Context: an optimization exercise on an open-source flow, tuned for small area and a short achievable clock period. The choices shown serve that exercise and are no tape-out recipe. RTL that was checked went through simulation tests only; none was proved equivalent to the original. No functional check of the RTL was part of run 8. Power figures rest on the tool's default switching activity, not on a simulated workload.

`design.v`:
```
module ula (
    input  [31:0] A,        
    input  [31:0] B,        
    input         Cin,      
    input         Fill,     
    input  [1:0]  Sel,      
    input         SetInv,
    output [31:0] Result
);
    wire [31:0] sum;
    wire        cout;
    add32_hc u_add (.a(A), .b(B), .cin(Cin), .sum(sum), .cout(cout));
    wire [4:0]  sh = B[4:0];
    wire [31:0] r0 = sh[0] ? {{1{Fill}},  A[31:1]}  : A;
    wire [31:0] r1 = sh[1] ? {{2{Fill}},  r0[31:2]} : r0;
    wire [31:0] r2 = sh[2] ? {{4{Fill}},  r1[31:4]} : r1;
    wire [31:0] r3 = sh[3] ? {{8{Fill}},  r2[31:8]} : r2;
    wire [31:0] shr = sh[4] ? {{16{Fill}}, r3[31:16]} : r3;
    wire [31:0] shl;
    genvar i;
    generate
        for (i = 0; i < 32; i = i + 1) begin : g_rev
            assign shl[i] = shr[31 - i];
        end
    endgenerate
    wire SelSum = (Sel == 2'd0);
    wire SelShr = (Sel == 2'd1);
    wire SelShl = (Sel == 2'd2);
    wire SelSet = (Sel == 2'd3);
    assign Result = ({32{SelSum}} & sum)
                  | ({32{SelShr}} & shr)
                  | ({32{SelShl}} & shl)
                  | {31'b0, SelSet & (cout ^ SetInv)};
endmodule
module add32_hc(input [31:0] a, input [31:0] b, input cin, output [31:0] sum, output cout);
  wire [32:0] g0, p0;
  assign g0 = {a & b, cin};
  assign p0 = {a ^ b, 1'b0};
  wire g1 = g0[1] | (p0[1] & g0[0]);
  wire p1 = p0[1] & p0[0];
  wire g2 = g0[3] | (p0[3] & g0[2]);
  wire p2 = p0[3] & p0[2];
  wire g3 = g0[5] | (p0[5] & g0[4]);
  wire p3 = p0[5] & p0[4];
  wire g4 = g0[7] | (p0[7] & g0[6]);
  wire p4 = p0[7] & p0[6];
  wire g5 = g0[9] | (p0[9] & g0[8]);
  wire p5 = p0[9] & p0[8];
  wire g6 = g0[11] | (p0[11] & g0[10]);
  wire p6 = p0[11] & p0[10];
  wire g7 = g0[13] | (p0[13] & g0[12]);
  wire p7 = p0[13] & p0[12];
  wire g8 = g0[15] | (p0[15] & g0[14]);
  wire p8 = p0[15] & p0[14];
  wire g9 = g0[17] | (p0[17] & g0[16]);
  wire p9 = p0[17] & p0[16];
  wire g10 = g0[19] | (p0[19] & g0[18]);
  wire p10 = p0[19] & p0[18];
  wire g11 = g0[21] | (p0[21] & g0[20]);
  wire p11 = p0[21] & p0[20];
  wire g12 = g0[23] | (p0[23] & g0[22]);
  wire p12 = p0[23] & p0[22];
  wire g13 = g0[25] | (p0[25] & g0[24]);
  wire p13 = p0[25] & p0[24];
  wire g14 = g0[27] | (p0[27] & g0[26]);
  wire p14 = p0[27] & p0[26];
  wire g15 = g0[29] | (p0[29] & g0[28]);
  wire p15 = p0[29] & p0[28];
  wire g16 = g0[31] | (p0[31] & g0[30]);
  wire p16 = p0[31] & p0[30];
  wire g17 = g2 | (p2 & g1);
  wire p17 = p2 & p1;
  wire g18 = g3 | (p3 & g2);
  wire p18 = p3 & p2;
  wire g19 = g4 | (p4 & g3);
  wire p19 = p4 & p3;
  wire g20 = g5 | (p5 & g4);
  wire p20 = p5 & p4;
  wire g21 = g6 | (p6 & g5);
  wire p21 = p6 & p5;
  wire g22 = g7 | (p7 & g6);
  wire p22 = p7 & p6;
  wire g23 = g8 | (p8 & g7);
  wire p23 = p8 & p7;
  wire g24 = g9 | (p9 & g8);
  wire p24 = p9 & p8;
  wire g25 = g10 | (p10 & g9);
  wire p25 = p10 & p9;
  wire g26 = g11 | (p11 & g10);
  wire p26 = p11 & p10;
  wire g27 = g12 | (p12 & g11);
  wire p27 = p12 & p11;
  wire g28 = g13 | (p13 & g12);
  wire p28 = p13 & p12;
  wire g29 = g14 | (p14 & g13);
  wire p29 = p14 & p13;
  wire g30 = g15 | (p15 & g14);
  wire p30 = p15 & p14;
  wire g31 = g16 | (p16 & g15);
  wire p31 = p16 & p15;
  wire g32 = g18 | (p18 & g1);
  wire p32 = p18 & p1;
  wire g33 = g19 | (p19 & g17);
  wire p33 = p19 & p17;
  wire g34 = g20 | (p20 & g18);
  wire p34 = p20 & p18;
  wire g35 = g21 | (p21 & g19);
  wire p35 = p21 & p19;
  wire g36 = g22 | (p22 & g20);
  wire p36 = p22 & p20;
  wire g37 = g23 | (p23 & g21);
  wire p37 = p23 & p21;
  wire g38 = g24 | (p24 & g22);
  wire p38 = p24 & p22;
  wire g39 = g25 | (p25 & g23);
  wire p39 = p25 & p23;
  wire g40 = g26 | (p26 & g24);
  wire p40 = p26 & p24;
  wire g41 = g27 | (p27 & g25);
  wire p41 = p27 & p25;
  wire g42 = g28 | (p28 & g26);
  wire p42 = p28 & p26;
  wire g43 = g29 | (p29 & g27);
  wire p43 = p29 & p27;
  wire g44 = g30 | (p30 & g28);
  wire p44 = p30 & p28;
  wire g45 = g31 | (p31 & g29);
  wire p45 = p31 & p29;
  wire g46 = g34 | (p34 & g1);
  wire p46 = p34 & p1;
  wire g47 = g35 | (p35 & g17);
  wire p47 = p35 & p17;
  wire g48 = g36 | (p36 & g32);
  wire p48 = p36 & p32;
  wire g49 = g37 | (p37 & g33);
  wire p49 = p37 & p33;
  wire g50 = g38 | (p38 & g34);
  wire p50 = p38 & p34;
  wire g51 = g39 | (p39 & g35);
  wire p51 = p39 & p35;
  wire g52 = g40 | (p40 & g36);
  wire p52 = p40 & p36;
  wire g53 = g41 | (p41 & g37);
  wire p53 = p41 & p37;
  wire g54 = g42 | (p42 & g38);
  wire p54 = p42 & p38;
  wire g55 = g43 | (p43 & g39);
  wire p55 = p43 & p39;
  wire g56 = g44 | (p44 & g40);
  wire p56 = p44 & p40;
  wire g57 = g45 | (p45 & g41);
  wire p57 = p45 & p41;
  wire g58 = g50 | (p50 & g1);
  wire p58 = p50 & p1;
  wire g59 = g51 | (p51 & g17);
  wire p59 = p51 & p17;
  wire g60 = g52 | (p52 & g32);
  wire p60 = p52 & p32;
  wire g61 = g53 | (p53 & g33);
  wire p61 = p53 & p33;
  wire g62 = g54 | (p54 & g46);
  wire p62 = p54 & p46;
  wire g63 = g55 | (p55 & g47);
  wire p63 = p55 & p47;
  wire g64 = g56 | (p56 & g48);
  wire p64 = p56 & p48;
  wire g65 = g57 | (p57 & g49);
  wire p65 = p57 & p49;
  wire g66 = g0[2] | (p0[2] & g1);
  wire p66 = p0[2] & p1;
  wire g67 = g0[4] | (p0[4] & g17);
  wire p67 = p0[4] & p17;
  wire g68 = g0[6] | (p0[6] & g32);
  wire p68 = p0[6] & p32;
  wire g69 = g0[8] | (p0[8] & g33);
  wire p69 = p0[8] & p33;
  wire g70 = g0[10] | (p0[10] & g46);
  wire p70 = p0[10] & p46;
  wire g71 = g0[12] | (p0[12] & g47);
  wire p71 = p0[12] & p47;
  wire g72 = g0[14] | (p0[14] & g48);
  wire p72 = p0[14] & p48;
  wire g73 = g0[16] | (p0[16] & g49);
  wire p73 = p0[16] & p49;
  wire g74 = g0[18] | (p0[18] & g58);
  wire p74 = p0[18] & p58;
  wire g75 = g0[20] | (p0[20] & g59);
  wire p75 = p0[20] & p59;
  wire g76 = g0[22] | (p0[22] & g60);
  wire p76 = p0[22] & p60;
  wire g77 = g0[24] | (p0[24] & g61);
  wire p77 = p0[24] & p61;
  wire g78 = g0[26] | (p0[26] & g62);
  wire p78 = p0[26] & p62;
  wire g79 = g0[28] | (p0[28] & g63);
  wire p79 = p0[28] & p63;
  wire g80 = g0[30] | (p0[30] & g64);
  wire p80 = p0[30] & p64;
  wire g81 = g0[32] | (p0[32] & g65);
  wire p81 = p0[32] & p65;
  wire [32:0] c;
  assign c[0] = g0[0];
  assign c[1] = g1;
  assign c[2] = g66;
  assign c[3] = g17;
  assign c[4] = g67;
  assign c[5] = g32;
  assign c[6] = g68;
  assign c[7] = g33;
  assign c[8] = g69;
  assign c[9] = g46;
  assign c[10] = g70;
  assign c[11] = g47;
  assign c[12] = g71;
  assign c[13] = g48;
  assign c[14] = g72;
  assign c[15] = g49;
  assign c[16] = g73;
  assign c[17] = g58;
  assign c[18] = g74;
  assign c[19] = g59;
  assign c[20] = g75;
  assign c[21] = g60;
  assign c[22] = g76;
  assign c[23] = g61;
  assign c[24] = g77;
  assign c[25] = g62;
  assign c[26] = g78;
  assign c[27] = g63;
  assign c[28] = g79;
  assign c[29] = g64;
  assign c[30] = g80;
  assign c[31] = g65;
  assign c[32] = g81;
  assign sum = p0[32:1] ^ c[31:0];
  assign cout = c[32];
endmodule
module ula_top (
    input         clk,
    input  [31:0] in1,
    input  [31:0] in2,
    input  [4:0]  op,
    output [31:0] result,
    output        zero
);
    reg [3:0] lut;
    reg       rev, lui, bkeep, binv, cin, sel_sum, sel_shr, sel_shl, sel_set,
              set_inv, sra;
    always @(*) begin
        lut = 4'b1100;    
        {rev, lui, bkeep, binv, cin, sel_sum, sel_shr, sel_shl, sel_set,
         set_inv, sra} = 11'b0;
        case (op)
            5'd0, 5'd17: begin lut = 4'b1000; sel_sum = 1'b1; end   
            5'd1, 5'd18: begin lut = 4'b1110; sel_sum = 1'b1; end   
            5'd3, 5'd19: begin lut = 4'b0110; sel_sum = 1'b1; end   
            5'd4:        begin lut = 4'b0001; sel_sum = 1'b1; end   
            5'd2, 5'd16: begin bkeep = 1'b1; sel_sum = 1'b1; end    
            5'd6: begin bkeep = 1'b1; binv = 1'b1; cin = 1'b1; sel_sum = 1'b1; end  
            5'd5, 5'd7, 5'd23, 5'd24: begin                         
                bkeep = 1'b1; binv = 1'b1; cin = 1'b1; sel_set = 1'b1; set_inv = 1'b1;
            end
            5'd20: begin lut = 4'b0110; binv = 1'b1; sel_set = 1'b1; set_inv = 1'b1; end  
            5'd21: begin lut = 4'b0110; binv = 1'b1; sel_set = 1'b1; end  
            5'd8, 5'd11:  begin lut = 4'b0000; rev = 1'b1; bkeep = 1'b1; sel_shl = 1'b1; end  
            5'd9, 5'd12:  begin bkeep = 1'b1; sel_shr = 1'b1; end    
            5'd10, 5'd13: begin bkeep = 1'b1; sel_shr = 1'b1; sra = 1'b1; end  
            5'd14, 5'd26, 5'd27: sel_sum = 1'b1;                     
            5'd25: begin lut = 4'b0000; lui = 1'b1; sel_sum = 1'b1; end  
            default: begin lut = 4'b0000; sel_sum = 1'b1; end        
        endcase
    end
    wire [31:0] a_n, b_n;
    genvar i;
    generate
        for (i = 0; i < 32; i = i + 1) begin : g_prep
            wire l = lut[{in1[i], in2[i]}];
            wire r = rev & in1[31 - i];
            if (i >= 16) begin : g_hi
                assign a_n[i] = l | r | (lui & in2[i - 16]);
            end else begin : g_lo
                assign a_n[i] = l | r;
            end
        end
    endgenerate
    assign b_n = (in2 & {32{bkeep}}) ^ {32{binv}};
    reg [31:0] a_q, b_q;
    reg        cin_q, fill_q, set_inv_q;
    reg [1:0]  sel_q;
    reg [31:0] result_q;
    wire [31:0] alu_result;
    ula u_ula (
        .A(a_q),
        .B(b_q),
        .Cin(cin_q),
        .Fill(fill_q),
        .Sel(sel_q),
        .SetInv(set_inv_q),
        .Result(alu_result)
    );
    always @(posedge clk) begin
        a_q       <= a_n;
        b_q       <= b_n;
        cin_q     <= cin;
        fill_q    <= sra & in1[31];
        sel_q     <= {sel_shl | sel_set, sel_shr | sel_set};
        set_inv_q <= set_inv;
        result_q  <= alu_result;
    end
    assign result = result_q;
    assign zero   = ~|result_q;
endmodule
```
`flow/run.sh`:
```
#!/bin/bash
# Own layout flow: the standard flow (standard.sh) with three changes:
#  - synthesis maps the logic with the ABC script in flow/abc.script
#    (registers are mapped by the standard steps, unchanged);
#  - synthesis leaves the adder's half adders to ABC instead of mapping
#    them to ha cells first (no ADDER_MAP_FILE);
#  - the port buffers are plain buf_1 cells.
# Each tool's output goes to a log file in this folder.
set -euo pipefail
HERE=$(pwd)
# synthesis script: the standard one, with ORFS's synth.tcl calling abc with our script
sed "s#log_cmd abc {\*}\$abc_args#set abc_args [lreplace \$abc_args 1 1 $HERE/flow/abc.script]\n  log_cmd abc {*}\$abc_args#" \
    "$FLOW_HOME/scripts/synth.tcl" > "$HERE/synth_own.tcl"
grep -q "flow/abc.script" "$HERE/synth_own.tcl"
sed "s#source \$::env(SCRIPTS_DIR)/synth.tcl#source $HERE/synth_own.tcl#" synth_recipe.tcl > synth_recipe_own.tcl
grep -q "synth_own.tcl" synth_recipe_own.tcl
export BUFFER_PORTS_ARGS="-buffer_cell sky130_fd_sc_hd__buf_1"
bash standard.sh SYNTH_SCRIPT="$HERE/synth_recipe_own.tcl" ADDER_MAP_FILE= finish > standard.log 2>&1
```
`flow/abc.script`:
```
&get -n
&st
&dch
&nf -p -R 100
&put
buffer -c
topo
stime -c
upsize -c
dnsize -c
```
`standard.sh`:
```
#!/bin/bash
# synth_recipe.tcl (not shown) runs the flow's synth.tcl, then flattens the netlist and writes it again
# the make line also repeats each setting of config.mk as NAME=value (left out here)
make -C /OpenROAD-flow-scripts/flow DESIGN_CONFIG=/design/flow/config.mk WORK_HOME=/design/flow/orfs CLKGATE_MAP_FILE= SYNTH_SCRIPT=/design/flow/synth_recipe.tcl "${@:-finish}"
```
`config.mk`:
```
export PLATFORM = sky130hd
export DESIGN_NAME = ula_top
export DESIGN_NICKNAME = ula_top
export VERILOG_FILES = /design/flow/design.v
export SDC_FILE = /design/flow/constraint.sdc
export NUM_CORES = 4
export LEC_CHECK = 0
export CAP_MARGIN = 20
export CORE_MARGIN = 2
export CORE_UTILIZATION = 60
export CTS_BUF_LIST = sky130_fd_sc_hd__clkbuf_8
export SETUP_SLACK_MARGIN = 2.9
export SLEW_MARGIN = 20
```
`constraint.sdc`:
```
create_clock -name core_clock -period 5.5 [get_ports {clk}]
set_input_delay 1.1000 -clock core_clock [delete_from_list [all_inputs] [get_ports {clk}]]
set_output_delay 1.1000 -clock core_clock [all_outputs]
set_load 0.01 [all_outputs]
```
==> results of run 1 <==
-- worst max-delay path by stage --
stage | from | end | slack (ps) | depth (start not counted)
after floorplan | op[1] | a_q[0] | 2650 | 10
after global placement | op[2] | a_q[3] | 1810 | 8
after detailed placement | op[2] | a_q[10] | 1800 | 8
after CTS | a_q[5] | result_q[0] | 2880 | 9
after global routing | a_q[17] | result_q[30] | 2830 | 10
final | b_q[1] | result_q[16] | 2930 | 9
-- what timing repair did --
action | in CTS | in global routing
cloned | 4 | 2
endpoints found under the setup margin | 90 | 67
pin swaps | 10 | 18
buffers inserted | 12 | 16
resized for setup | 34 | 53
endpoints found under the hold margin | 0 | 0
-- metal layers --
metal,routed length (um),GRT usage,vias up
li1,-,-,3806
met1,10500,0.502,3550
met2,10900,0.555,455
met3,2130,0.0506,74
met4,1270,0.195,0
met5,0,0,-
-- through the flow --
stage / cell area, um2 / hold WS [ps]
6_report: 8730 / 563
5_1_grt: 8730 / 601
4_1_cts: 8350 / 531
3_5_place_dp: 7820 / 510
3_3_place_gp: 7820 / 501
2_1_floorplan: 7430 / 443
-- logic make-up after synthesis --
family / count (synthesis) / synth area share
AO/OA/AOI/OAI: 372 / 0.315
XOR/XNOR: 86 / 0.104
adder cells (fa/ha/maj): 5 / 0.00731
buffers and inverters: 73 / 0.0406
flip-flops: 101 / 0.275
multiplexers: 46 / 0.0654
AND/OR/NAND/NOR: 328 / 0.192
-- placed cells by master, fill, tap and decap left out, drive strengths merged, types with 2 or more instances in the layout --
cell and instances:
dfxtp 101, mux2i 29, nor3 11, nor2b 20
a211oi 39, buf 140, or3 2, inv 9
o21a 6, a2bb2oi 2, clkbuf 12, a22o 2
o21ai 147, nand4 4, xnor2 28, a221oi 17
nand3 8, nand2 173, and2 3, a21oi 93
bufinv 2, a211o 8, o211ai 18, mux2 17
xor2 58, nor4 9, a31oi 2, nor2 85
a22oi 27, maj3 5, or2 3, a21boi 3
nand2b 9
-- power breakdown --
part	leakage [nW]	internal [mW]	switching (mW)
combinational	2.24	0.567	0.857
sequential	0.851	0.905	0.182
clock	0.113	0.259	0.292
-- final cells by class --
type                       instances  area [um2]  share of cell area
clock buffer                       9         124              0.0142
clock inverter                     7        96.3              0.0110
inverter                           6        22.5             0.00258
multi-input combinational        840        5390               0.618
sequential                       101        2050               0.234
tap                              147         184              0.0211
timing repair buffer             144         867              0.0993
-- critical path: cells and delay by family, from the launching register on --
family,cells,cell delay (ps)
AOI/OAI and AO/OA,6,1320
xor gates and xnor gates,1,270
and+or+nand+nor,1,150
buffers and inverters,1,170
DFF,1,500
-- registers in the layout (all words and copies together), names as in the netlist --
signal / flops
fill_q: 1
a_q: 32
cin_q: 1
sel_q: 2
result_q: 32
set_inv_q: 1
b_q: 32
==> summary.txt, run 1 <==
Cell Count, Final, Fillers Out 1,254; critical path cell sequence nand2_1 -> o21ai_1 -> a21oi_4 -> o41ai_4 -> a21oi_4 -> buf_4 -> o21ai_0 -> xor2_1 -> o21ai_0; total wire length 24.7 mm; clock skew 17.2 ps; post-synthesis cell type count 61; top-count cell post-synth nand2_1; Final Hold Vio Count 0; DIE AREA 13,200 um2; Power Total 3.06 mW; Max clock buf depth 2; vias 7,885; unrepaired setup endpoints after global routing yes; Final Core Density 0.727; Ant. Diodes 0; Reg2Reg Launch Point b_q[1]; cell leakage power 3.20 nW; Final GP Congestion approximately 0.98; Final Setup Violations 0; Core ar. about 12,000 um2; status timing/DRC/antenna clean; Post-synth top cells nand2_1, o21ai_0, dfxtp_1, a21oi_1, nor2_1; VDD IR max 139 uV; Vias/cell 6.29; type of origin of the critical path register; critical path class register to register; Starting Density 0.613; Slew Limit Fails 0; hold_buf cts 0; GRT Util Overall 0.364; area share of the largest cell type after synthesis 0.275; post-DR wirelength/cell 19.7 um; EDFF count, synth 0; worst hold stages 2; row cnt 40; WHS Endpoint result_q[0]; dpl hpwl about 17 mm; CTS tree done; Post-DRT Antenna Nets 0; share of layout cells above drive strength 1 0.145; endpoint class of the critical path register; ranking of synthesized cells by area dfxtp_1, o21ai_0, nand2_1, xor2_1, a21oi_1; die span in y 115 um; placed insts 1,204; flop-to-flop setup slack 2930 ps; critical path's slowest cell dfxtp_4; Setup WS post-layout 2930 ps; period utilisation layout 0.466; clock sink count 101; initial DRC count 957; CP required roughly 5700 ps; Mapped Area 7360 um2; Synth area leader dfxtp_1; mean post-synth cell area 7.28 um2; total congestion overflow 0; Yosys reg bits between 100 and 150; vias in the first global route 6,838; IO Port Bufs 102; Most used DFF post-synth dfxtp_1; Power Density 351 nW/um2; drc violations 0; worst min path class register to register; critical path peak fanout 17; Tmin final 2570 ps; clock slew at reported path FFs 110 ps; Ys Warns 1; R2R depth 9; fillcell total 1,029; Syn Nets 1,081; number of max-cap violations 0; Peak Freq slightly below 400 MHz; Nets 1,172; Seq/Total Area, Yosys 0.275; first-pass GRT wire length 36.9 mm; hold_sp set_inv_q; measured slew at the worst slew-check pin 951 ps; TNS Setup 0 ps; pin count of the biggest net entering global routing 51; arrival time worst endpoint 2810 ps; Reg-to-Reg End result_q[16]; Boundary Pins 103; Worst slew margin 0.362; synthesized instance count 1,011; Die Span X about 110 um; slowest stage delay, CP 500 ps; CTS root buffer clkbuf_8; pre-CTS WS 1800 ps; ys async rst share 0; worst-skew pair later-pin latency 410 ps; CTS Buf Count 9; DR pass1 iterations 6; H-tree depth 3; Layout area overhead 18.6%; initial antenna violation count 0
==> run 2: changes to the inputs <==
--- a/config.mk
+++ b/config.mk
@@ -11,3 +11,3 @@
 export CTS_BUF_LIST = sky130_fd_sc_hd__clkbuf_8
-export SETUP_SLACK_MARGIN = 2.9
+export SETUP_SLACK_MARGIN = 3.0
 export SLEW_MARGIN = 20
==> summary.txt, run 2 <==
Slew Limit Fails 0 (unchanged); row cnt 40 (unchanged); number of max-cap violations 0 (unchanged); critical path peak fanout 8 (-9); post-DR wirelength/cell 19.9 um (+0.96%); Vias/cell 6.32 (+0.47%); drc violations 0 (unchanged); ranking of synthesized cells by area dfxtp_1, o21ai_0, nand2_1, xor2_1, a21oi_1; worst min path class register to register; endpoint class of the critical path register; final instance area 9160 um2 (+4.9%); EDFF count, synth 0 (unchanged); Reg2Reg Launch Point b_q[2]; met1 Use GR 0.495 (-0.00704); critical path cell sequence buf_12 -> or3_4 -> a32oi_2 -> nor2_2 -> a211oi_4 -> buf_6 -> buf_6 -> buf_16 -> a21oi_2 -> a211o_1; Max clock buf depth 2 (unchanged); type of origin of the critical path primary input; VDD IR max 175 uV (+26%); clock skew 17.2 ps (-0.0329 ps); Boundary Pins 103 (unchanged); CP bufs+invs 4 (+3); crit-path most repeated cell buf_6; CP required 5800 ps (+60 ps); Final Hold Vio Count 0 (unchanged); clock slew at reported path FFs 110 ps (about the same); unrepaired setup endpoints after global routing yes; Starting Density 0.613 (unchanged); vias in the first global route 6,796 (-0.61%); cell leakage power 3.39 nW (+5.8%); critical path's slowest cell or3_4; Die Span X 115 um (unchanged); clock sink count 101 (unchanged); Final Core Density 0.763 (+0.0359); initial antenna violation count 0 (unchanged); Peak Freq 392 MHz (+0.57%); ys async rst share 0 (unchanged); hold_sp set_inv_q; hold_buf cts 0 (unchanged); Final Setup Violations 0 (unchanged); slowest stage delay, CP 400 ps (-100 ps); most used routing layer met2; CTS Buf Count 9 (unchanged); measured slew at the worst slew-check pin 781 ps (-170 ps); Ant. Diodes 0 (unchanged); IO Port Bufs 102 (unchanged); Layout area overhead 24.5%; Power Density 340 nW/um2 (-2.9%); flop-to-flop setup slack 3000 ps (+70 ps); worst hold stages 2 (unchanged); critical path class primary input to register; Reg-to-Reg End result_q[24]; Nets 1,185 (+1.1%); pre-CTS WS 2200 ps (+406 ps); DIE AREA 13,200 um2 (unchanged); period utilisation layout 0.464 (-0.00266); Power Total 3.12 mW (+1.9%); die span in y 115 um (unchanged); Core ar. 12,000 um2 (unchanged); Setup WS post-layout 2950 ps (+14.6 ps); CTS root buffer clkbuf_8; vias 8,004 (+1.5%); status timing/DRC/antenna clean; top-count cell post-synth nand2_1; Syn Nets 1,081 (unchanged); synthesized instance count 1,011 (unchanged); pin count of the biggest net entering global routing 51 (unchanged); Mapped Area 7360 um2 (unchanged); Post-DRT Antenna Nets 0 (unchanged); most frequent cells in the layout nand2_1, o21ai_0, buf_1; initial DRC count 816 (-15%); Yosys reg bits 101 (unchanged); DR pass1 iterations 13 (+7); Final GP Congestion 0.977 (about the same); Ys Warns 1 (unchanged); arrival time worst endpoint 2850 ps (+40 ps); WHS Endpoint result_q[0]; first-pass GRT wire length 36.6 mm (-0.79%); total wire length 25.2 mm (+2.0%); area share of the largest cell type after synthesis 0.275 (unchanged); GRT Util Overall 0.360 (-0.00407); worst-skew pair later-pin latency 400 ps (about the same); Tmin final 2550 ps (-14.6 ps); post-synthesis cell type count 61 (unchanged); Synth area leader dfxtp_1; CTS tree done; GR Util met3 0.0469 (-0.00369); Post-synth top cells nand2_1, o21ai_0, dfxtp_1, a21oi_1, nor2_1; dpl hpwl 17.1 mm (about the same); Post-DP Area 7820 um2 (about the same); total congestion overflow 0 (unchanged); mean post-synth cell area 7.28 um2 (unchanged); share of layout cells above drive strength 1 0.201 (+0.0555); most common cell after layout, fill and taps aside nand2_1; H-tree depth 3 (unchanged); met2 usage 0.563 (+0.00750); Seq/Total Area, Yosys 0.275 (unchanged); CP delay by family, top compound AO/OA/AOI/OAI gates; TNS Setup 0 ps (unchanged); R2R depth 14 (+5); Most used DFF post-synth dfxtp_1; Worst slew margin 0.477 (+0.115); biggest regs a_q x32, b_q x32, result_q x32
[run 2: cell types whose count changed in the layout (fill, tap and decap cells not counted), sizes merged]
cell	previous run	this run
bufinv	2	0
a211oi	39	38
clkinv	1	4
buf	140	155
clkinvlp	1	0
a31oi	2	1
[run 2: cell families (layout without fill, tap and decap cells)]
kind of cell / count (synthesis) / count (layout) / synth area share
XOR/XNOR: 86 / 86 / 0.104
multiplexers: 46 / 46 / 0.0654
AO/OA/AOI/OAI: 372 / 373 / 0.315
flip-flops: 101 / 101 / 0.275
buffers and inverters: 73 / 181 / 0.0406
AND/OR/NAND/NOR: 328 / 328 / 0.192
adder cells (fa/ha/maj): 5 / 5 / 0.00731
[run 2: layout make-up]
cell class	instances	area, um2
clock inverters	7	76.3
clock buffers	9	124
inverters	6	22.5
well taps	147	184
fillers	954	2850
multi-input cells	838	5600
repair buffers	159	1100
flip-flops and latches	101	2060
[run 2: worst max-delay path by stage]
stage               slack, ps  cells after the start  endpoint        start
global route             2840                      4      zero  result_q[2]
detailed placement       2200                      7   b_q[21]        op[2]
floorplan                2650                     10    a_q[0]        op[1]
finish                   2950                     10    a_q[3]        op[0]
CTS                      2890                      4      zero  result_q[2]
global placement         2280                      7   b_q[26]        op[2]
[run 2: per-stage QoR]
step,cells,hold WS (ps)
after CTS,1235,493
after global routing,1267,568
after global placement,1204,497
after detailed placement,1204,479
final,1267,524
after floorplan,1011,443
[run 2: report_power, final]
group	total, mW	switching (mW)	leakage [nW]	internal, mW
Sequential	1.09	0.179	0.853	0.908
Combinational	1.56	0.917	2.43	0.639
Clock	0.477	0.297	0.102	0.180
[run 2: worst reg2reg max path: stages (launching register included)]
cell	delay (ps)
dfxtp_2	390
buf_12	190
xnor2_4	160
o21ai_2	90
a21oi_4	210
buf_4	170
o41ai_4	60
buf_4	170
a21oi_4	190
buf_4	160
nor2_4	40
o21ai_2	140
nand2_1	80
xor2_1	130
o21ai_0	200
[run 2: repair_timing]
action	CTS	global route
buffers inserted	11	29
cloned	4	3
gates resized for setup	44	133
endpoints found under the setup margin	97	66
pin swaps	12	34
[run 2: per-layer routing]
| metal | vias to the layer above | routed length (um) |
|---|---|---|
| li1 | 3845 | - |
| met1 | 3577 | 10400 |
| met2 | 495 | 11400 |
| met3 | 87 | 2310 |
| met4 | 0 | 1130 |
| met5 | - | 0 |
==> run 3: changes to the inputs <==
--- a/config.mk
+++ b/config.mk
@@ -11,3 +11,3 @@
 export CTS_BUF_LIST = sky130_fd_sc_hd__clkbuf_8
-export SETUP_SLACK_MARGIN = 3.0
+export SETUP_SLACK_MARGIN = 2.92
 export SLEW_MARGIN = 20
==> summary.txt, run 3 <==
status timing/DRC/antenna clean; Yosys reg bits 101 (unchanged); share of layout cells above drive strength 1 0.143 (-0.0583); Power Total 3.04 mW (-2.6%); Final GP Congestion 0.984 (+0.64%); hold_buf cts 0 (unchanged); Max clock buf depth 2 (unchanged); crit-path most repeated cell a21oi_1; GRT Util Overall 0.352 (-0.00832); Post-synth top cells nand2_1, o21ai_0, dfxtp_1, a21oi_1, nor2_1; cell leakage power 3.21 nW (-5.2%); CTS tree done; Most used DFF post-synth dfxtp_1; total wire length 24.3 mm (-3.6%); Ant. Diodes 0 (unchanged); Reg-to-Reg End result_q[27]; Seq/Total Area, Yosys 0.275 (unchanged); Tmin final 2580 ps (+26.5 ps); number of max-cap violations 0 (unchanged); initial antenna violation count 0 (unchanged); clock skew 21.4 ps (+4.17 ps); H-tree depth 3 (unchanged); Nets 1,167 (-1.5%); CTS root buffer clkbuf_8; flop-to-flop setup slack 2950 ps (-50 ps); Final Hold Vio Count 0 (unchanged); clock slew at reported path FFs 110 ps (about the same); total congestion overflow 0 (unchanged); drc violations 0 (unchanged); unrepaired setup endpoints after global routing yes; Die Span X 115 um (unchanged); post-synthesis cell type count 61 (unchanged); clock sink count 101 (unchanged); CTS Buf Count 9 (unchanged); die span in y 115 um (unchanged); critical path cell sequence buf_4 -> or2_4 -> and2_4 -> a32oi_2 -> nor2_2 -> a211oi_4 -> buf_12 -> a21oi_1 -> a21oi_1 -> o21ai_0; CP required 5770 ps (-30 ps); Layout area overhead 18.7%; biggest regs a_q x32, b_q x32, result_q x32; endpoint class of the critical path register; critical path peak fanout 16 (+8); most frequent cells in the layout nand2_1, o21ai_0, buf_1; worst-skew pair later-pin latency 400 ps (about the same); Worst slew margin 0.537 (+0.0597); most common cell after layout, fill and taps aside nand2_1; worst setup path end a_q[11]; TNS Setup 0 ps (unchanged); Post-DRT Antenna Nets 0 (unchanged); Stages on worst setup path 10 (unchanged); CP delay by family, top compound AO/OA/AOI/OAI gates; row cnt 40 (unchanged); EDFF count, synth 0 (unchanged); dpl hpwl 17.2 mm (+0.92%); worst min path class register to register; initial DRC count 825 (+1.1%); top-count cell post-synth nand2_1; R2R depth 10 (-4); Ys Warns 1 (unchanged); Syn Nets 1,081 (unchanged); ranking of synthesized cells by area dfxtp_1, o21ai_0, nand2_1, xor2_1, a21oi_1; final worst hold slack 516 ps (-8.74 ps); fillcell total 1,023 (+7.2%); period utilisation layout 0.469 (+0.00482); type of origin of the critical path primary input; critical path's slowest cell a211oi_4; Core ar. 12,000 um2 (unchanged); Reg2Reg Launch Point b_q[0]; crit path launch op[1]; Starting Density 0.613 (unchanged); synthesized instance count 1,011 (unchanged); Mapped Area 7360 um2 (unchanged); CP bufs+invs 2 (-2); first-pass GRT wire length 35.8 mm (-2.2%); Final Setup Violations 0 (unchanged); Synth area leader dfxtp_1; ys async rst share 0 (unchanged); Power Density 348 nW/um2 (+2.2%); vias in the first global route 6,644 (-2.2%); DR pass1 iterations 6 (-7); area share of the largest cell type after synthesis 0.275 (unchanged); measured slew at the worst slew-check pin 693 ps (-88.1 ps); hold_sp set_inv_q; critical path class primary input to register; arrival time worst endpoint 2840 ps (about the same); Slew Limit Fails 0 (unchanged); IO Port Bufs 102 (unchanged); post-DR wirelength/cell 19.5 um (-2.1%); slowest stage delay, CP 300 ps (-100 ps); mean post-synth cell area 7.28 um2 (unchanged); Boundary Pins 103 (unchanged); pin count of the biggest net entering global routing 60 (+18%); Peak Freq 388 MHz (-1.0%); DIE AREA 13,200 um2 (unchanged); VDD IR max 134 uV (-23%); vias 7,908 (-1.2%); Vias/cell 6.34 (+0.30%)
## run 3: how the worst min path moves through the flow
stage | end | slack, ps | cells past startpoint
after floorplan | result_q[0] | 440 | 2
after global placement | result_q[0] | 480 | 2
after detailed placement | result_q[0] | 480 | 2
after CTS | result_q[0] | 510 | 2
after global routing | result_q[0] | 560 | 2
final | result_q[0] | 520 | 2
## run 3: final cells by class
cell class	count	area (um2)	share of cell area
clock buffer	9	124	0.0142
clock inverter	6	80.1	0.00917
inverter	6	22.5	0.00258
multi-input combinational	839	5380	0.616
sequential	101	2040	0.234
tap	147	184	0.0211
timing repair buffer	140	903	0.103
## run 3: layer usage
layer | vias up | wire length [um] | global-route usage
li1 | 3803 | - | -
met1 | 3504 | 10300 | 0.493
met2 | 520 | 10600 | 0.546
met3 | 81 | 2290 | 0.0416
met4 | 0 | 1150 | 0.161
met5 | - | 0 | 0
## run 3: tightest hold or removal path, stage by stage, from the launching register on
cell and delay (ps):
dfxtp_1 360, o21ai_1 70, nand3_1 60
## run 3: report_power, final
part,internal [mW],switching (mW),total (mW),leakage [nW]
clock,0.217,0.286,0.503,0.0995
sequential,0.906,0.163,1.07,0.851
combinational,0.581,0.886,1.47,2.26
total,1.70,1.33,3.04,3.21
## run 3: metrics by stage
stage	util	setup slack [ps]	instance area, um2	cells
3_5_place_dp	0.652	2100	7830	1206
2_1_floorplan	-	2650	7440	1011
6_report	0.727	2920	8740	1248
5_1_grt	0.727	2780	8740	1248
4_1_cts	0.698	2880	8380	1232
3_3_place_gp	0.652	2180	7830	1206
## run 3: cells by family (layout without fill, tap and decap cells)
logic type	Yosys count	in the layout	share of synthesized area
AO/OA/AOI/OAI	372	373	0.315
XOR/XNOR	86	86	0.104
adder cells (fa/ha/maj)	5	5	0.00731
buffers and inverters	73	161	0.0406
flip-flops	101	101	0.275
multiplexers	46	46	0.0654
AND/OR/NAND/NOR	328	329	0.192
## run 3: repair_timing
action | CTS | global route
gates resized for setup | 43 | 51
endpoints found under the setup margin | 65 | 67
gates cloned | 4 | 4
hold endpoints to repair | 0 | 0
pin swaps | 6 | 19
buffers inserted | 7 | 12
==> run 4: changes to the inputs <==
--- a/config.mk
+++ b/config.mk
@@ -11,3 +11,3 @@
 export CTS_BUF_LIST = sky130_fd_sc_hd__clkbuf_8
-export SETUP_SLACK_MARGIN = 2.92
+export SETUP_SLACK_MARGIN = 2.98
 export SLEW_MARGIN = 20
==> summary.txt, run 4 <==
Max clock buf depth 2 (unchanged); die span in y 115 um (unchanged); Worst slew margin 0.504 (-0.0327); critical path cell sequence nor4_1 -> nand4_1 -> nor2_1 -> buf_2; clock sink count 101 (unchanged); total congestion overflow 0 (unchanged); drc violations 0 (unchanged); cell leakage power 3.29 nW (+2.3%); area share of the largest cell type after synthesis 0.275 (unchanged); Die Span X 115 um (unchanged); fillcell total 979 (-4.3%); vias in the first global route 6,816 (+2.6%); Final Hold Vio Count 0 (unchanged); Post-synth top cells nand2_1, o21ai_0, dfxtp_1, a21oi_1, nor2_1; EDFF count, synth 0 (unchanged); post-synthesis cell type count 61 (unchanged); vias 7,958 (+0.63%); Seq/Total Area, Yosys 0.275 (unchanged); Nets 1,176 (+0.77%); IO Port Bufs 102 (unchanged); DIE AREA 13,200 um2 (unchanged); clock slew at reported path FFs 110 ps (about the same); Tmin final 2560 ps (-19.0 ps); DR pass1 iterations 6 (unchanged); TNS Setup 0 ps (unchanged); pin count of the biggest net entering global routing 33 (-45%); critical path class register to output port; sequential cell area 2060 um2 (+0.73%); period utilisation layout 0.465 (-0.00346); ys async rst share 0 (unchanged); Setup WS post-layout 2940 ps (+19.0 ps); type of origin of the critical path register; Final GP Congestion 0.946 (-3.8%); worst min path class register to register; endpoint class of the critical path output port; status timing/DRC/antenna clean; CTS tree done; first-pass GRT wire length 36.4 mm (+1.6%); post-DR wirelength/cell 19.5 um (+0.12%); GRT Util Overall 0.357 (+0.00450); synthesized instance count 1,011 (unchanged); Ant. Diodes 0 (unchanged); Most used DFF post-synth dfxtp_1; dpl hpwl 17.2 mm (-0.34%); slowest stage delay, CP 420 ps (+120 ps); Layout area overhead 20.7%; Boundary Pins 103 (unchanged); clock skew 18.0 ps (-3.35 ps); Starting Density 0.613 (unchanged); final worst hold slack 535 ps (+19.6 ps); ranking of synthesized cells by area dfxtp_1, o21ai_0, nand2_1, xor2_1, a21oi_1; VDD IR max 156 uV (+16%); mean post-synth cell area 7.28 um2 (unchanged); most common cell after layout, fill and taps aside nand2_1; initial DRC count 986 (+20%); Mapped Area 7360 um2 (unchanged); worst-skew pair later-pin latency 390 ps (about the same); crit path launch result_q[31]; unrepaired setup endpoints after global routing yes; Ys Warns 1 (unchanged); footprint of the multi-input gates 5430 um2 (+0.98%); Yosys reg bits 101 (unchanged); initial antenna violation count 0 (unchanged); measured slew at the worst slew-check pin 744 ps (+50.5 ps); arrival time worst endpoint 1460 ps (-1380 ps); top-count cell post-synth nand2_1; Vias/cell 6.33 (-0.17%); Final Setup Violations 0 (unchanged); biggest regs a_q x32, b_q x32, result_q x32; critical path peak fanout 2 (-14); critical path's slowest cell dfxtp_1; H-tree depth 3 (unchanged); pre-CTS WS 1910 ps (-188 ps); Power Density 347 nW/um2 (-0.24%); Syn Nets 1,081 (unchanged); Slew Limit Fails 0 (unchanged); CTS root buffer clkbuf_8; number of max-cap violations 0 (unchanged); Synth area leader dfxtp_1; Reg2Reg Launch Point b_q[4]; most frequent cells in the layout nand2_1, o21ai_0, buf_1; Post-DRT Antenna Nets 0 (unchanged); CTS Buf Count 9 (unchanged); share of layout cells above drive strength 1 0.173 (+0.0302); Core ar. 12,000 um2 (unchanged); Peak Freq 391 MHz (+0.74%); CP required 4400 ps (-1370 ps); total wire length 24.5 mm (+0.92%); row cnt 40 (unchanged); hold_sp set_inv_q
## run 4: changes by cell type in the layout (fill, tap and decap cells not counted), moves of 3 or more
cell     change
buf_6        +3
a21oi_2      +9
o21ai_1     +17
dfxtp_2      +3
buf_4        +8
a21oi_1      -8
dfxtp_1      -6
xor2_1       -3
dfxtp_4      +3
o21ai_0     -17
xor2_2       +3
## run 4: kinds of logic (layout without fill, tap and decap cells)
logic type | Yosys count | in the layout | share of synthesized area
flops | 101 | 101 | 0.275
mux | 46 | 46 | 0.0654
buf+inv | 73 | 173 | 0.0406
fa+ha+maj | 5 | 5 | 0.00731
xor+xnor | 86 | 86 | 0.104
simple gates | 328 | 328 | 0.192
compound gates | 372 | 372 | 0.315
## run 4: layout make-up
cell class / instances / area share
inverter: 6 / 0.00254
multi-input combinational: 837 / 0.611
sequential: 101 / 0.232
tap: 147 / 0.0207
clock inverter: 6 / 0.00718
clock buffer: 10 / 0.0155
timing repair buffer: 151 / 0.111
## run 4: routing by layer
metal	part of all wire	up-vias	GRT usage
met5	0	-	0
met4	0.045	0	0.158
met3	0.092	85	0.0564
met2	0.44	520	0.547
met1	0.42	3545	0.498
li1	-	3808	-
## run 4: worst max-delay path: cells and delay by family, from the launching register on
kind,cells,cell delay (ps)
simple gates,3,520
buf+inv,1,130
flops,1,420
## run 4: path summary, 6_finish.rpt
kind	end	slack, ps	depth (start not counted)
worst max-delay path	zero	2940	4
worst min-delay path	result_q[0]	540	2
worst max register to register	result_q[0]	2950	12
worst min register to register	result_q[0]	540	2
## run 4: stage by stage
step	utilization	area (um2)	cells	power, mW
after floorplan	-	7450	1011	1.94
after global placement	0.651	7820	1204	2.31
after detailed placement	0.651	7820	1204	2.33
after CTS	0.696	8360	1238	2.90
after global routing	0.740	8880	1258	3.25
final	0.740	8880	1258	3.08
## run 4: what timing repair did
action,CTS,global route
buffers inserted,15,16
cloned,3,3
setup endpoints to repair,93,54
pin swaps,10,24
resized for setup,40,98
hold buffers,0,0
## run 4: where the power goes
part	internal, mW	switching [mW]
combinational	0.611	0.907
sequential	0.908	0.171
clock	0.190	0.296
total	1.71	1.37
==> run 5: changes to the inputs <==
--- a/config.mk
+++ b/config.mk
@@ -11,3 +11,3 @@
 export CTS_BUF_LIST = sky130_fd_sc_hd__clkbuf_8
-export SETUP_SLACK_MARGIN = 2.98
+export SETUP_SLACK_MARGIN = 2.95
 export SLEW_MARGIN = 20
==> summary.txt, run 5 <==
Tmin final 2540 ps (-16.5 ps); arrival time worst endpoint 2820 ps (+1360 ps); number of max-cap violations 0 (unchanged); post-DR wirelength/cell 19.1 um (-1.8%); Vias/cell 6.19 (-2.2%); CP required 5780 ps (+1380 ps); CP delay by family, top compound AO/OA/AOI/OAI gates; placed insts 1,204 (unchanged); Nets 1,163 (-1.1%); worst min path class register to register; mean post-synth cell area 7.28 um2 (unchanged); Cell Count, Final, Fillers Out 1,245 (-1.0%); initial antenna violation count 0 (unchanged); Final GP Congestion 0.952 (+0.60%); cell leakage power 3.16 nW (-3.8%); vias 7,704 (-3.2%); status timing/DRC/antenna clean; Peak Freq 393 MHz (+0.65%); Starting Density 0.613 (unchanged); ranking of synthesized cells by area dfxtp_1, o21ai_0, nand2_1, xor2_1, a21oi_1; CTS tree done; Core ar. 12,000 um2 (unchanged); final worst hold slack 538 ps (+3.40 ps); unrepaired setup endpoints after global routing yes; Final Hold Vio Count 0 (unchanged); Synth area leader dfxtp_1; Mapped Area 7360 um2 (unchanged); main combinational cell family by area after synthesis compound AO/OA/AOI/OAI gates; type of origin of the critical path primary input; synthesized instance count 1,011 (unchanged); hold_buf cts 0 (unchanged); clock slew at reported path FFs 100 ps (about the same); worst-skew pair later-pin latency 390 ps (about the same); pin count of the biggest net entering global routing 51 (+55%); most common cell after layout, fill and taps aside nand2_1; Worst slew margin 0.466 (-0.0378); Final Setup Violations 0 (unchanged); drc violations 0 (unchanged); CP bufs+invs 3 (+2); Ys Warns 1 (unchanged); Post-synth top cells nand2_1, o21ai_0, dfxtp_1, a21oi_1, nor2_1; Seq/Total Area, Yosys 0.275 (unchanged); Ant. Diodes 0 (unchanged); Die Span X 115 um (unchanged); Post-Synth Simple-Gate Area 0.192 (unchanged); total congestion overflow 0 (unchanged); critical path cell sequence buf_12 -> or2_4 -> and2_4 -> buf_4 -> a311oi_2 -> a21oi_2 -> buf_6 -> o21ai_1 -> a21oi_4 -> a211o_1; Most used DFF post-synth dfxtp_1; critical path's slowest cell a311oi_2; EDFF count, synth 0 (unchanged); measured slew at the worst slew-check pin 797 ps (+53.8 ps); post-synthesis cell type count 61 (unchanged); post-synthesis compound-gate area fraction 0.315 (unchanged); slowest stage delay, CP 270 ps (-150 ps); xor/xnor share of the synthesized area 0.104 (unchanged); TNS Setup 0 ps (unchanged); row cnt 40 (unchanged); adder-cell share of the synthesized area 0.00731 (unchanged); R2R depth 10 (-2); clock skew 15.3 ps (-2.74 ps); most frequent cells in the layout nand2_1, o21ai_0, buf_1; CTS Buf Count 9 (unchanged); Layout area overhead 17.4%; H-tree depth 3 (unchanged); Max clock buf depth 2 (unchanged); area share of the largest cell type after synthesis 0.275 (unchanged); DIE AREA 13,200 um2 (unchanged); endpoint class of the critical path register; ys async rst share 0 (unchanged); IO Port Bufs 102 (unchanged); CTS root buffer clkbuf_8; critical path class primary input to register; Boundary Pins 103 (unchanged); Slew Limit Fails 0 (unchanged); share of layout cells above drive strength 1 0.137 (-0.0362); critical path peak fanout 32 (+30); VDD IR max 166 uV (+6.5%); initial DRC count 723 (-27%); Power Density 346 nW/um2 (-0.21%); clock sink count 101 (unchanged); die span in y 115 um (unchanged); Post-DRT Antenna Nets 0 (unchanged); worst hold stages 2 (unchanged); period utilisation layout 0.462 (-0.00301); Stages on worst setup path 10 (+6); multiplexer share of the synthesized area 0.0654 (unchanged); first-pass GRT wire length 35.6 mm (-2.1%); total wire length 23.8 mm (-2.8%); GRT Util Overall 0.353 (-0.00341); top-count cell post-synth nand2_1; Syn Nets 1,081 (unchanged); dpl hpwl 17.1 mm (-0.30%); DR pass1 iterations 6 (unchanged); biggest regs a_q x32, b_q x32, result_q x32; vias in the first global route 6,669 (-2.2%); Yosys reg bits 101 (unchanged)
==> run 5: cell counts after synthesis <==
No cell type changed its count.
==> run 5: area by class of cell <==
type | instances | area (um2)
clock buffers | 9 | 124
clock inverters | 7 | 96.3
fillers | 1034 | 3370
inverters | 6 | 22.5
multi-input cells | 837 | 5310
flip-flops and latches | 101 | 2040
well taps | 147 | 184
repair buffers | 138 | 863
==> run 5: stage by stage <==
stage	area, um2	power [mW]	util	worst slack (ps)
6_report	8640	2.99	0.719	2960
5_1_grt	8640	3.16	0.719	2820
4_1_cts	8270	2.88	0.688	2810
3_5_place_dp	7820	2.31	0.651	2230
3_3_place_gp	7810	2.30	0.650	2260
2_1_floorplan	7450	1.94	-	2650
==> run 5: path summary, 6_finish.rpt <==
path,end,slack (ps),startpoint
setup / recovery,a_q[15],2960,op[1]
hold / removal,result_q[0],540,set_inv_q
setup reg to reg,result_q[0],2970,a_q[24]
hold reg to reg,result_q[0],540,set_inv_q
==> run 5: power breakdown <==
part / switching, mW / internal, mW
Combinational: 0.837 / 0.542
Clock: 0.275 / 0.259
Sequential: 0.173 / 0.906
==> run 5: routing by layer <==
metal	share of wire	global-route usage	vias up
met5	0	0	-
met4	0.042	0.160	0
met3	0.075	0.0427	60
met2	0.46	0.562	419
met1	0.43	0.483	3439
li1	-	-	3786
==> run 5: timing repair <==
action	in CTS	in global routing
pin swaps	8	15
setup buffers	9	12
cloned	2	2
gates resized for setup	24	68
endpoints found under the setup margin	80	51
==> run 5: kinds of logic after synthesis <==
kind of cell	count (synthesis)
flip-flops	101
AND/OR/NAND/NOR	328
XOR/XNOR	86
adder cells (fa/ha/maj)	5
AO/OA/AOI/OAI	372
multiplexers	46
buffers and inverters	73
==> run 5: worst register-to-register path, delay by kind of cell, from the launching register on <==
family	cells	cell delay, ps
AOI/OAI and AO/OA	6	1230
xor gates and xnor gates	1	200
adders and majority gates	1	340
DFF	1	530
and+or+nand+nor	2	180
==> run 6: changes to the inputs <==
--- a/config.mk
+++ b/config.mk
@@ -9,3 +9,3 @@
 export CORE_MARGIN = 2
-export CORE_UTILIZATION = 60
+export CORE_UTILIZATION = 65
 export CTS_BUF_LIST = sky130_fd_sc_hd__clkbuf_8
==> summary.txt, run 6 <==
CTS root buffer clkbuf_8; IO Port Bufs 102 (unchanged); CP required 5770 ps (about the same); type of origin of the critical path primary input; vias in the first global route 6,937 (+4.0%); top-count cell post-synth nand2_1; arrival time worst endpoint 2850 ps (+30 ps); row cnt 38 (-5.0%); EDFF count, synth 0 (unchanged); die span in y 110 um (-3.8%); post-DR wirelength/cell 18.9 um (-1.5%); mean post-synth cell area 7.28 um2 (unchanged); first-pass GRT wire length 35.6 mm (about the same); Post-synth top cells nand2_1, o21ai_0, dfxtp_1, a21oi_1, nor2_1; VDD IR max 285 uV (+71%); biggest regs a_q x32, b_q x32, result_q x32; Slew Limit Fails 0 (unchanged); met1 Use GR 0.496 (+0.0134); Most used DFF post-synth dfxtp_1; worst-skew pair later-pin latency 380 ps (about the same); Synth area leader dfxtp_1; Post-DP Area 7830 um2 (+0.16%); area share of the largest cell type after synthesis 0.275 (unchanged); Peak Freq 388 MHz (-1.5%); Final Setup Violations 0 (unchanged); ranking of synthesized cells by area dfxtp_1, o21ai_0, nand2_1, xor2_1, a21oi_1; GRT Util Overall 0.358 (+0.00485); Mapped Area 7360 um2 (unchanged); final instance area 8820 um2 (+2.1%); Post-DRT Antenna Nets 0 (unchanged); pin count of the biggest net entering global routing 51 (unchanged); measured slew at the worst slew-check pin 756 ps (-41.1 ps); Final GP Congestion 0.970 (+1.9%); clock slew at reported path FFs 110 ps (about the same); share of layout cells above drive strength 1 0.157 (+0.0199); number of max-cap violations 0 (unchanged); endpoint class of the critical path register; Seq/Total Area, Yosys 0.275 (unchanged); Vias/cell 6.41 (+3.5%); Ant. Diodes 0 (unchanged); CTS tree done; Ys Warns 1 (unchanged); most frequent cells in the layout nand2_1, o21ai_0, buf_1; critical path peak fanout 6 (-81%); vias 8,058 (+4.6%); Die Span X 110 um (-3.8%); worst min path class register to register; GR Util met3 0.0467 (+0.00395); Nets 1,183 (+1.7%); critical path class primary input to register; DR pass1 iterations 8 (+2); Starting Density 0.673 (+0.0603); period utilisation layout 0.469 (+0.00695); Final Hold Vio Count 0 (unchanged); met2 usage 0.556 (-0.00550); initial antenna violation count 0 (unchanged); total congestion overflow 0 (unchanged); clock sink count 101 (unchanged); most common cell after layout, fill and taps aside nand2_1; unrepaired setup endpoints after global routing yes; Power Density 343 nW/um2 (-1.0%); drc violations 0 (unchanged); most used routing layer met2; Layout area overhead 19.9%; post-synthesis cell type count 61 (unchanged); Yosys reg bits 101 (unchanged); synthesized instance count 1,011 (unchanged); Syn Nets 1,081 (unchanged); TNS Setup 0 ps (unchanged); H-tree depth 3 (unchanged); Core ar. 10,900 um2 (-9.0%); cell leakage power 3.27 nW (+3.3%); Tmin final 2580 ps (+38.3 ps); initial DRC count 799 (+11%); DIE AREA 12,200 um2 (-7.4%); dpl hpwl 16.5 mm (-3.6%); clock skew 18.2 ps (+2.91 ps); CTS Buf Count 9 (unchanged); status timing/DRC/antenna clean; Max clock buf depth 2 (unchanged); Boundary Pins 103 (unchanged); ys async rst share 0 (unchanged); total wire length 23.7 mm (-0.48%); Worst slew margin 0.496 (+0.0293)
-- run 6: cells by family (layout without fill, tap and decap cells) --
family | Yosys count | in the layout | synth area share
buffers and inverters | 73 | 179 | 0.0406
multiplexers | 46 | 46 | 0.0654
flip-flops | 101 | 101 | 0.275
AND/OR/NAND/NOR | 328 | 328 | 0.192
XOR/XNOR | 86 | 86 | 0.104
adder cells (fa/ha/maj) | 5 | 5 | 0.00731
AO/OA/AOI/OAI | 372 | 373 | 0.315
-- run 6: path summary, 6_finish.rpt --
| check | from | to | slack (ps) | cells after the start |
|---|---|---|---|---|
| max | op[1] | a_q[2] | 2920 | 10 |
| min | set_inv_q | result_q[0] | 510 | 2 |
| max reg2reg | b_q[0] | result_q[30] | 2940 | 10 |
| min reg2reg | set_inv_q | result_q[0] | 510 | 2 |
-- run 6: area by class of cell --
class | count | area, um2
fill | 766 | 2110
clock inverter | 7 | 77.6
multi-input combinational | 838 | 5360
timing repair buffer | 157 | 1020
inverter | 6 | 22.5
tap | 140 | 175
sequential | 101 | 2050
clock buffer | 9 | 124
-- run 6: through the flow --
stage                     utilization  power [mW]  instances  setup WS, ps  hold slack, ps
after floorplan                     -        1.94       1011          2650             443
after detailed placement        0.716        2.31       1199          1960             503
after global routing            0.807        3.18       1258          2830             528
final                           0.807        3.02       1258          2920             505
after CTS                       0.755        2.83       1226          2900             508
after global placement          0.715        2.29       1199          2000             490
-- run 6: metal layers --
layer | vias up | wire length, um
li1 | 3829 | -
met2 | 574 | 10300
met5 | - | 0
met4 | 0 | 1270
met3 | 97 | 2490
met1 | 3558 | 9670
-- run 6: critical path, cell delays in order --
cell,delay [ps]
buf_12,100
or3_4,390
a32oi_1,220
nor2_1,100
a211oi_4,260
buf_12,160
buf_8,110
buf_6,90
a21oi_2,40
a211o_1,280
-- run 6: repair_timing --
item,in CTS,in global routing
gates cloned,2,3
pin swaps,6,26
hold buffers,0,0
endpoints found under the setup margin,79,52
setup buffers,9,29
gates resized for setup,26,77
-- run 6: report_power, final --
group          internal (mW)  switching, mW
Combinational          0.592          0.876
Sequential             0.907          0.175
Clock                  0.178          0.293
==> run 7: changes to the inputs <==
==> flow/abc.script (replaced) <==
&get -n
&st
&dch
&nf -p -R 100
&put
--- a/config.mk
+++ b/config.mk
@@ -9,3 +9,3 @@
 export CORE_MARGIN = 2
-export CORE_UTILIZATION = 65
+export CORE_UTILIZATION = 60
 export CTS_BUF_LIST = sky130_fd_sc_hd__clkbuf_8
==> summary.txt, run 7 <==
Reg2Reg Launch Point a_q[1]; initial DRC count 1,299 (+63%); most common cell after layout, fill and taps aside nand2_1; Yosys reg bits 101 (unchanged); multiplexer share of the synthesized area 0.0693 (+0.00381); hold_buf cts 0 (unchanged); Reg power frac 0.352 (-0.006); total wire length 25.3 mm (+6.8%); Ys Warns 1 (unchanged); critical path class register to register; unrepaired setup endpoints after global routing yes; Setup WS post-layout 2960 ps (+35.7 ps); xor/xnor share of the synthesized area 0.108 (+0.00392); arrival time worst endpoint 2820 ps (-30 ps); vias 8,282 (+2.8%); Clk pwr share 0.149 (-0.007); Post-synth top cells nand2_1, o21ai_0, dfxtp_1, a21oi_1, nor2_1; vias in the first global route 7,138 (+2.9%); Core ar. 11,400 um2 (+4.0%); R2R depth 13 (+3); critical path cell sequence or2_4 -> nand2_4 -> nor2_2 -> a21oi_2 -> buf_6 -> nor2_1 -> nor2_2 -> nor3_2 -> nor2_2 -> o211ai_1 -> maj3_2 -> xnor2_2 -> o21bai_1; post-DR wirelength/cell 19.9 um (+5.5%); H-tree depth 3 (unchanged); CP required 5780 ps (about the same); type of origin of the critical path register; ys async rst share 0 (unchanged); cell leakage power 3.33 nW (+2.0%); Nets 1,195 (+1.0%); Vias/cell 6.51 (+1.6%); Post-DRT Antenna Nets 0 (unchanged); critical path's slowest cell maj3_2; CTS tree done; hold_sp set_inv_q; period utilisation layout 0.463 (-0.00650); pin count of the biggest net entering global routing 33 (-35%); Reg-to-Reg End result_q[30]; CTS root buffer clkbuf_8; endpoint class of the critical path register; top-count cell post-synth nand2_1; Boundary Pins 103 (unchanged); Final Setup Violations 0 (unchanged); Seq/Total Area, Yosys 0.291 (+0.0160); clock skew 9.02 ps (-9.18 ps); post-synthesis compound-gate area fraction 0.323 (+0.00705); Sw Share 0.454 (+0.00915); VDD IR max 326 uV (+14%); total congestion overflow 0 (unchanged); number of max-cap violations 0 (unchanged); Ant. Diodes 0 (unchanged); worst hold stages 2 (unchanged); WHS Endpoint result_q[0]; GRT Util Overall 0.377 (+0.0194); critical path peak fanout 4 (-2); Most used DFF post-synth dfxtp_1; die span in y 112 um (+1.1%); post-synthesis cell type count 41 (-33%); flop-to-flop setup slack 2960 ps (+20 ps); Final GP Congestion 1.03 (+6.0%); TNS Setup 0 ps (unchanged); CTS Buf Count 9 (unchanged); most frequent cells in the layout nand2_1, o21ai_0, buf_1; measured slew at the worst slew-check pin 723 ps (-33.6 ps); Post-Synth Simple-Gate Area 0.199 (+0.00670); clock sink count 101 (unchanged); EDFF count, synth 0 (unchanged); Slew Limit Fails 0 (unchanged); biggest regs a_q x32, b_q x32, result_q x32; pre-CTS WS 2110 ps (+157 ps); Syn Nets 1,014 (-6.2%); main combinational cell family by area after synthesis compound AO/OA/AOI/OAI gates; DIE AREA 12,500 um2 (+2.3%); Tmin final 2540 ps (-35.7 ps); ranking of synthesized cells by area dfxtp_1, o21ai_0, nand2_1, xor2_1, a21oi_1; worst-skew pair later-pin latency 400 ps (+20 ps); slowest stage delay, CP 390 ps (about the same); Mapped Area 6960 um2 (-5.5%); Die Span X 112 um (+1.1%); row cnt 39 (+2.6%); Max clock buf depth 2 (unchanged); Final Hold Vio Count 0 (unchanged); IO Port Bufs 102 (unchanged); DR pass1 iterations 6 (-2); Comb pwr share 0.499 (+0.013); Synth area leader dfxtp_1; Layout area overhead 29.1%; Peak Freq 393 MHz (+1.4%); synthesized instance count 944 (-6.6%); dpl hpwl 16.1 mm (-2.3%); status timing/DRC/antenna clean; area share of the largest cell type after synthesis 0.291 (+0.0160); crit-path most repeated cell nor2_2; share of layout cells above drive strength 1 0.172 (+0.0152); Power Density 348 nW/um2 (+1.6%); first-pass GRT wire length 37.6 mm (+5.6%); drc violations 0 (unchanged); adder-cell share of the synthesized area 0.00720 (-0.000114); initial antenna violation count 1 (+1); net switching power 1.42 mW (+5.6%); Worst slew margin 0.518 (+0.0224); clock slew at reported path FFs 110 ps (about the same); worst min path class register to register; Starting Density 0.612 (-0.0614); mean post-synth cell area 7.37 um2 (+1.2%); internal power 1.71 mW (+1.7%)
-- run 7: changes by cell type after synthesis, sizes merged --
| cell | change |
|---|---|
| and2b | -1 |
| nor2b | +1 |
| clkinv | +6 |
| inv | -6 |
| buf | -18 |
| clkbuf | -49 |
-- run 7: per-stage QoR --
stage	area (um2)	utilization	hold slack, ps	cells	power (mW)
2_1_floorplan	7060	-	458	944	1.86
3_3_place_gp	7690	0.677	502	1197	2.26
3_5_place_dp	7710	0.678	521	1198	2.27
4_1_cts	8460	0.744	545	1245	2.90
5_1_grt	8980	0.790	599	1273	3.28
6_report	8980	0.790	558	1273	3.13
-- run 7: kinds of logic (layout without fill, tap and decap cells) --
logic type               count (synthesis)  count (layout)
multiplexers                            46              46
adder cells (fa/ha/maj)                  5               5
AND/OR/NAND/NOR                        328             328
AO/OA/AOI/OAI                          372             373
buffers and inverters                    6             191
XOR/XNOR                                86              86
flip-flops                             101             101
-- run 7: what timing repair did --
action,CTS,global route
resized for setup,62,98
pin swaps,15,43
setup endpoints to repair,88,64
gates cloned,3,1
setup buffers,28,27
-- run 7: routing by layer --
layer	up-vias	GRT usage	share of wire
met5	-	0	0
met2	565	0.596	0.46
met4	0	0.160	0.045
met1	3766	0.496	0.39
li1	3849	-	-
met3	102	0.0904	0.10
-- run 7: worst max path at each step --
stage	slack [ps]	from	end	depth (start not counted)
after floorplan	2550	op[0]	a_q[0]	6
after global placement	2180	op[3]	b_q[25]	7
after detailed placement	2110	op[3]	b_q[7]	7
after CTS	2920	b_q[0]	result_q[20]	14
after global routing	2870	b_q[0]	result_q[0]	14
final	2960	a_q[1]	result_q[30]	13
-- run 7: cell type report --
class,instances,area [um2]
multi-input combinational,838,5420
fill,817,2390
sequential,101,2070
timing repair buffer,169,1110
tap,143,179
clock buffer,9,124
clock inverter,7,56.3
inverter,6,28.8
-- run 7: power by group through the flow --
stage / combinational, mW / sequential [mW] / clock (mW)
4_1_cts: 1.36 / 1.08 / 0.462
3_5_place_dp: 1.15 / 1.12 / 0
3_3_place_gp: 1.15 / 1.12 / 0
6_report: 1.56 / 1.10 / 0.467
2_1_floorplan: 0.744 / 1.12 / 0
5_1_grt: 1.66 / 1.11 / 0.497
-- run 7: worst max-delay path, delay by kind of cell (launching register included) --
family / cells / cell delay, ps
XOR/XNOR: 1 / 200
AND/OR/NAND/NOR: 7 / 870
buffers and inverters: 1 / 140
adder cells (fa/ha/maj): 1 / 390
flip-flops: 1 / 380
AO/OA/AOI/OAI: 3 / 440
==> run 8: changes to the inputs <==
--- a/design.v
+++ b/design.v
@@ -4,5 +4,4 @@
     input         Cin,      
-    input         Fill,     
     input  [1:0]  Sel,      
-    input         SetInv,
+    input         SetInv,   
     output [31:0] Result
@@ -12,2 +11,3 @@
     add32_hc u_add (.a(A), .b(B), .cin(Cin), .sum(sum), .cout(cout));
+    wire        Fill = SetInv & A[31];
     wire [4:0]  sh = B[4:0];
@@ -287,3 +287,3 @@
     reg [31:0] a_q, b_q;
-    reg        cin_q, fill_q, set_inv_q;
+    reg        cin_q, set_inv_q;
     reg [1:0]  sel_q;
@@ -295,3 +295,2 @@
         .Cin(cin_q),
-        .Fill(fill_q),
         .Sel(sel_q),
@@ -304,5 +303,4 @@
         cin_q     <= cin;
-        fill_q    <= sra & in1[31];
         sel_q     <= {sel_shl | sel_set, sel_shr | sel_set};
-        set_inv_q <= set_inv;
+        set_inv_q <= set_inv | sra;
         result_q  <= alu_result;
==> flow/abc.script (replaced) <==
&get -n
&st
&dch
&nf -p -R 100
&put
buffer -c
topo
stime -c
upsize -c
dnsize -c
==> summary.txt, run 8 <==
VDD IR max 147 uV (-55%); Post-synth top cells nand2_1, o21ai_0, a21oi_1, dfxtp_1, nor2_1; pin count of the biggest net entering global routing 52 (+58%); CTS root buffer clkbuf_8; Seq/Total Area, Yosys 0.275 (-0.0160); Syn Nets 1,121 (+11%); max layer used met4; CP bufs+invs 0 (-1); biggest regs a_q x32, b_q x32, result_q x32; vias in the first global route 6,980 (-2.2%); Ys Warns 1 (unchanged); row cnt 40 (+2.6%); footprint of the multi-input gates 5460 um2 (+0.83%); total congestion overflow 0 (unchanged); most frequent cells in the layout nand2_1, o21ai_0, buf_1; arrival time worst endpoint 2880 ps (+60 ps); Die Span X 114 um (+2.3%); Post-DP Area 7760 um2 (+0.65%); Nets 1,217 (+1.8%); internal power 1.73 mW (+1.6%); hold_buf cts 0 (unchanged); sequential cell area 2030 um2 (-1.9%); critical path peak fanout 3 (-1); Clk pwr share 0.166 (+0.017); initial antenna violation count 0 (-1); Power Density 354 nW/um2 (+1.8%); GRT Util Overall 0.362 (-0.0157); Power Total 3.13 mW (+0.23%); Core ar. 11,900 um2 (+4.8%); Slew Limit Fails 0 (unchanged); DR pass1 iterations 6 (unchanged); Max clock buf depth 2 (unchanged); type of origin of the critical path register; CP delay by family, top compound AO/OA/AOI/OAI gates; clock skew 17.1 ps (+8.04 ps); endpoint class of the critical path register; Boundary Pins 103 (unchanged); IO Port Bufs 102 (unchanged); met1 wire length 10.3 mm (+4.3%); first-pass GRT wire length 36.6 mm (-2.7%); Final GP Congestion 0.940 (-8.6%); clock sink count 100 (-0.99%); met3 WL 2.56 mm (-1.2%); drc violations 0 (unchanged); Layout area overhead 21.4%; initial DRC count 850 (-35%); Mapped Area 7290 um2 (+4.8%); clock slew at reported path FFs 110 ps (about the same); post-DR wirelength/cell 19.2 um (-3.4%); measured slew at the worst slew-check pin 598 ps (-125 ps); synthesized instance count 1,051 (+11%); fillcell total 978 (+20%); dpl hpwl 17.3 mm (+7.0%); Comb pwr share 0.495 (-0.004); EDFF count, synth 0 (unchanged); CTS Buf Count 9 (unchanged); Reg power frac 0.339 (-0.013); critical path's slowest cell a211oi_2; Ant. Diodes 0 (unchanged); most common cell after layout, fill and taps aside nand2_1; Sw Share 0.446 (-0.00755); Final Setup Violations 0 (unchanged); WL met2 10.7 mm (-8.6%); mean post-synth cell area 6.93 um2 (-5.9%); vias 8,220 (-0.75%); number of max-cap violations 0 (unchanged); period utilisation layout 0.472 (+0.00935); final instance area 8850 um2 (-1.5%); Final Hold Vio Count 0 (unchanged); Most used DFF post-synth dfxtp_1; die span in y 114 um (+2.3%); Peak Freq 385 MHz (-2.0%); total wire length 25.0 mm (-1.4%); Starting Density 0.612 (about the same); Yosys reg bits 100 (-0.99%); CP required 5790 ps (about the same); top-count cell post-synth nand2_1; Tmin final 2600 ps (+51.4 ps); unrepaired setup endpoints after global routing yes; cell leakage power 3.34 nW (+0.36%); H-tree depth 3 (unchanged); ys async rst share 0 (unchanged); CTS tree done; Vias/cell 6.33 (-2.7%); worst min path class register to register; Post-DRT Antenna Nets 0 (unchanged); ranking of synthesized cells by area dfxtp_1, nand2_1, o21ai_0, a21oi_1, xor2_1; Worst slew margin 0.602 (+0.0835); Synth area leader dfxtp_1; slowest stage delay, CP 380 ps (about the same); worst-skew pair later-pin latency 390 ps (about the same); crit-path most repeated cell o21ai_0; TNS Setup 0 ps (unchanged); net switching power 1.40 mW (-1.4%); critical path cell sequence xnor2_2 -> o21ai_0 -> a21oi_2 -> or3_1 -> o21ai_0 -> a211oi_2 -> o311ai_4 -> maj3_2 -> xor2_1 -> nand3_1 -> nand4b_1; area share of the largest cell type after synthesis 0.275 (-0.0160); DIE AREA 13,000 um2 (+4.6%); share of layout cells above drive strength 1 0.152 (-0.0198); critical path class register to register; status timing/DRC/antenna clean; post-synthesis cell type count 56 (+37%)
==> run 8: changes by cell type in the layout (fill, tap and decap cells not counted), moves of 15 or more <==
cell,before,now
mux2_1,17,0
o21ai_1,26,9
o21ai_0,118,133
buf_4,47,28
nand2_1,168,213
a21oi_1,76,95
mux2_2,0,15
xor2_1,55,38
==> run 8: worst paths after layout <==
check / start / slack, ps / cells after the start / to
worst max-delay path: b_q[26] / 2900 / 11 / result_q[0]
worst min-delay path: sel_q[1] / 610 / 1 / result_q[30]
worst max register to register: b_q[26] / 2900 / 11 / result_q[0]
worst min register to register: sel_q[1] / 610 / 1 / result_q[30]
==> run 8: kinds of logic (layout without fill, tap and decap cells) <==
logic type / after synthesis / count (layout) / synth area share
XOR/XNOR: 74 / 74 / 0.0889
AND/OR/NAND/NOR: 390 / 392 / 0.230
AO/OA/AOI/OAI: 369 / 370 / 0.303
adder cells (fa/ha/maj): 2 / 2 / 0.00292
buffers and inverters: 74 / 172 / 0.0403
flip-flops: 100 / 100 / 0.275
multiplexers: 42 / 42 / 0.0603
==> run 8: timing repair <==
action / CTS / global route
cloned: 3 / 5
gates resized for setup: 54 / 68
pin swaps: 22 / 29
buffers inserted: 17 / 11
endpoints found under the setup margin: 88 / 52
==> run 8: per-stage QoR <==
stage | utilization | instances | worst slack (ps) | hold WS (ps)
3_5_place_dp | 0.651 | 1247 | 2080 | 632
4_1_cts | 0.706 | 1283 | 2890 | 626
5_1_grt | 0.743 | 1299 | 2830 | 639
2_1_floorplan | - | 1051 | 2900 | 518
3_3_place_gp | 0.651 | 1247 | 2180 | 621
6_report | 0.743 | 1299 | 2900 | 610
==> run 8: power by group through the flow <==
stage	clock network (mW)	registers [mW]	logic (mW)
floorplan	0	1.05	0.883
global placement	0	1.04	1.27
detailed placement	0	1.05	1.27
CTS	0.517	1.04	1.39
global route	0.548	1.08	1.68
finish	0.519	1.06	1.55
==> run 8: area by class of cell <==
cell class	count	share of cell area
Sequential cell	100	0.229
Timing Repair Buffer	147	0.105
Clock buffer	9	0.0140
Multi-Input combinational cell	880	0.617
Inverter	9	0.00382
Clock inverter	7	0.0100
Tap cell	147	0.0208
==> run 8: metal layers <==
layer / vias to the layer above / track usage
li1: 3914 / -
met1: 3672 / 0.499
met2: 541 / 0.551
met3: 93 / 0.0588
met4: 0 / 0.175
met5: - / 0

Re-timed with assumed drivers on the ports (clkbuf_16 on the clock, buf_2 on other inputs), run 8 has 2.905 ns of setup slack against 2.905 ns with ideal ports, and 2.587 ns once port delays also move by the mid clock arrival of 0.417 ns.
